What follows belongs to an exercise in optimizing a design on an open flow for small area, a short achievable clock period and few clock cycles; a production flow would make more cautious choices. In this exercise RTL edits were held to simulation tests only and were not proved equivalent to the original.

run A:
// Bicubic
module Bicubic #(parameter fraction_bits = 15)
(
input CLK,
input RST,
input enable,
input [7:0] input_data,
output logic [13:0] iaddr,
output logic ird,
output logic we,
output logic [13:0] waddr,
output logic [7:0] output_data,
input [6:0] V0,
input [6:0] H0,
input [4:0] SW,
input [4:0] SH,
input [5:0] TW,
input [5:0] TH,
output logic DONE
);
Size in the first run: about 4,900 cells after synthesis, roughly 0.058 mm² of cells after synthesis.
Settings: LEC_CHECK=0, CAP_MARGIN=20, CORE_MARGIN=2, CORE_UTILIZATION=40, SLEW_MARGIN=20, SYNTH_HIERARCHICAL=1, SYNTH_MINIMUM_KEEP_SIZE=0; clock period 55.0 ns.
standard.sh (not shown) runs the stock make flow with config.mk's settings and CLKGATE_MAP_FILE= SYNTH_SCRIPT=/design/flow/synth_recipe.tcl, a recipe that flattens the netlist after the stock synthesis.
==> flow/flow/run.sh <==
#!/bin/bash
# The standard layout (standard.sh), except that the ports are buffered with a
# plain buffer cell instead of the default delay cell.  The make output goes
# to standard.log; each ORFS step also keeps its own log under orfs/logs/.
set -euo pipefail
export BUFFER_PORTS_ARGS="-buffer_cell sky130_fd_sc_hd__buf_2"
bash standard.sh > standard.log 2>&1
Run A completed every stage of the flow, and the final layout passed the timing, design-rule and antenna checks.
Testbench counts of run A, summed over its fixed seeds: cycles 90,277.
### run A -> run B
- setting CTS_CLUSTER_SIZE to 30 for the first time
- setting CTS_CLUSTER_DIAMETER to 80 for the first time
[summary]
Run A and run B all finish clean.
From run A to run B the numbers moved as follows: remaining max-slew budget at the tightest pin saw an increase, setup slack fell by 0.0088 ns.

========
== job 101 ==
Bicubic, a different RTL version from the one above (not shown whole).
For scale: ~4900 cells after synthesis, ~86 I/O pins.
clock: 55.0 ns
lec_check: 0
cap_margin: 5
core_margin: 2
core_utilization: 40
cts_cluster_diameter: 70
cts_cluster_size: 25
slew_margin: 5
synth_hierarchical: 1
synth_minimum_keep_size: 0
Scripts as last shown in full above: flow/flow/run.sh
Having completed the whole flow, job 101 delivered a layout that passed the timing, design-rule and antenna checks.
Testbench counts of job 101, summed over its fixed seeds: cycles 90,277.
#### Input delta (job 102 over job 101)
# job 101
export LEC_CHECK = 0
export CAP_MARGIN = 5
export CORE_MARGIN = 2
export CORE_UTILIZATION = 40
export CTS_CLUSTER_DIAMETER = 70
export CTS_CLUSTER_SIZE = 25
export SLEW_MARGIN = 5
export SYNTH_HIERARCHICAL = 1
export SYNTH_MINIMUM_KEEP_SIZE = 0
create_clock -name core_clock -period 55.0 [get_ports {CLK}]
# job 102
export LEC_CHECK = 0
export CAP_MARGIN = 20
export CORE_MARGIN = 2
export CORE_UTILIZATION = 40
export CTS_CLUSTER_DIAMETER = 80
export CTS_CLUSTER_SIZE = 30
export SLEW_MARGIN = 20
export SYNTH_HIERARCHICAL = 1
export SYNTH_MINIMUM_KEEP_SIZE = 0
create_clock -name core_clock -period 55.0 [get_ports {CLK}]
==> run notes <==
Between job 101 and job 102, the final critical delay including setup and external delays is higher for job 101. The area of all placed cells without fillers on job 101 is in line with that on job 102. In terms of met3 capacity usage during global routing, job 101 and job 102 differ only marginally.

========
Starting RTL as in the previous note.
// Bicubic
module Bicubic #(parameter fraction_bits = 15)
(
input CLK,
input RST,
input enable,
input [7:0] input_data,
output logic [13:0] iaddr,
output logic ird,
output logic we,
output logic [13:0] waddr,
output logic [7:0] output_data,
input [6:0] V0,
input [6:0] H0,
input [4:0] SW,
input [4:0] SH,
input [5:0] TW,
input [5:0] TH,
output logic DONE
);
clock: 55.0 ns
lec_check: 0
cap_margin: 20
core_margin: 2
core_utilization: 40
cts_cluster_diameter: 80
cts_cluster_size: 30
gpl_timing_driven: 0
slew_margin: 20
synth_hierarchical: 1
synth_minimum_keep_size: 0
Scripts as last shown in full above: flow/flow/run.sh
Testbench counts at the start, summed over its fixed seeds: cycles 90,277.
==> next run, changes <==
Settings changed: CORE_UTILIZATION 40 to 55, GPL_TIMING_DRIVEN 0 to not set.
=> Non-clock buffer count falls by 152; core utilization increases by 15 points; global-route usage is higher by 7.1 points; via count fell by about 1.4%; synthesized cell count does not change.

==> static timing again, ports no longer ideal <==
How much do the figures lean on ideal ports? The routed layouts below were timed once more, with nothing changed but the port constraints. Step 1 assumes that a clkbuf_16 drives the clock port and a buf_2 every other input. Step 2 adds t to the input delays and takes it off the output delays; t is the mean of the earliest and latest rising clock arrival at the registers after step 1. Input paths then give back, and output paths get back, about the clock's delay inside the block. a / b / c = ideal ports / drivers / drivers and shift; a / b = the first two.
run | shift t [ns] | slack for setup (ns) | latest minus earliest clock arrival (ns) | worst data-port slew with drivers (ns) | cell pins on the clock port's net
run A | 0.727 | 42.660 / 42.588 / 42.902 | 0.033 / 0.032 | 0.10 | 1
run B | 0.689 | 42.651 / 42.575 / 42.945 | 0.066 / 0.066 | 0.09 | 1
job 101 | 0.720 | 42.679 / 42.612 / 42.874 | 0.055 / 0.055 | 0.07 | 1
job 102 | 0.691 | 42.707 / 42.644 / 42.927 | 0.050 / 0.049 | 0.07 | 1
the first run of note 3 | 0.662 | 42.726 / 42.660 / 42.916 | 0.041 / 0.042 | 0.06 | 1
the second run of note 3 | 0.685 | 42.683 / 42.614 / 42.902 | 0.043 / 0.043 | 0.06 | 1
After both steps every run listed still meets setup and hold. The worst setup slack also covers recovery checks on asynchronous resets.
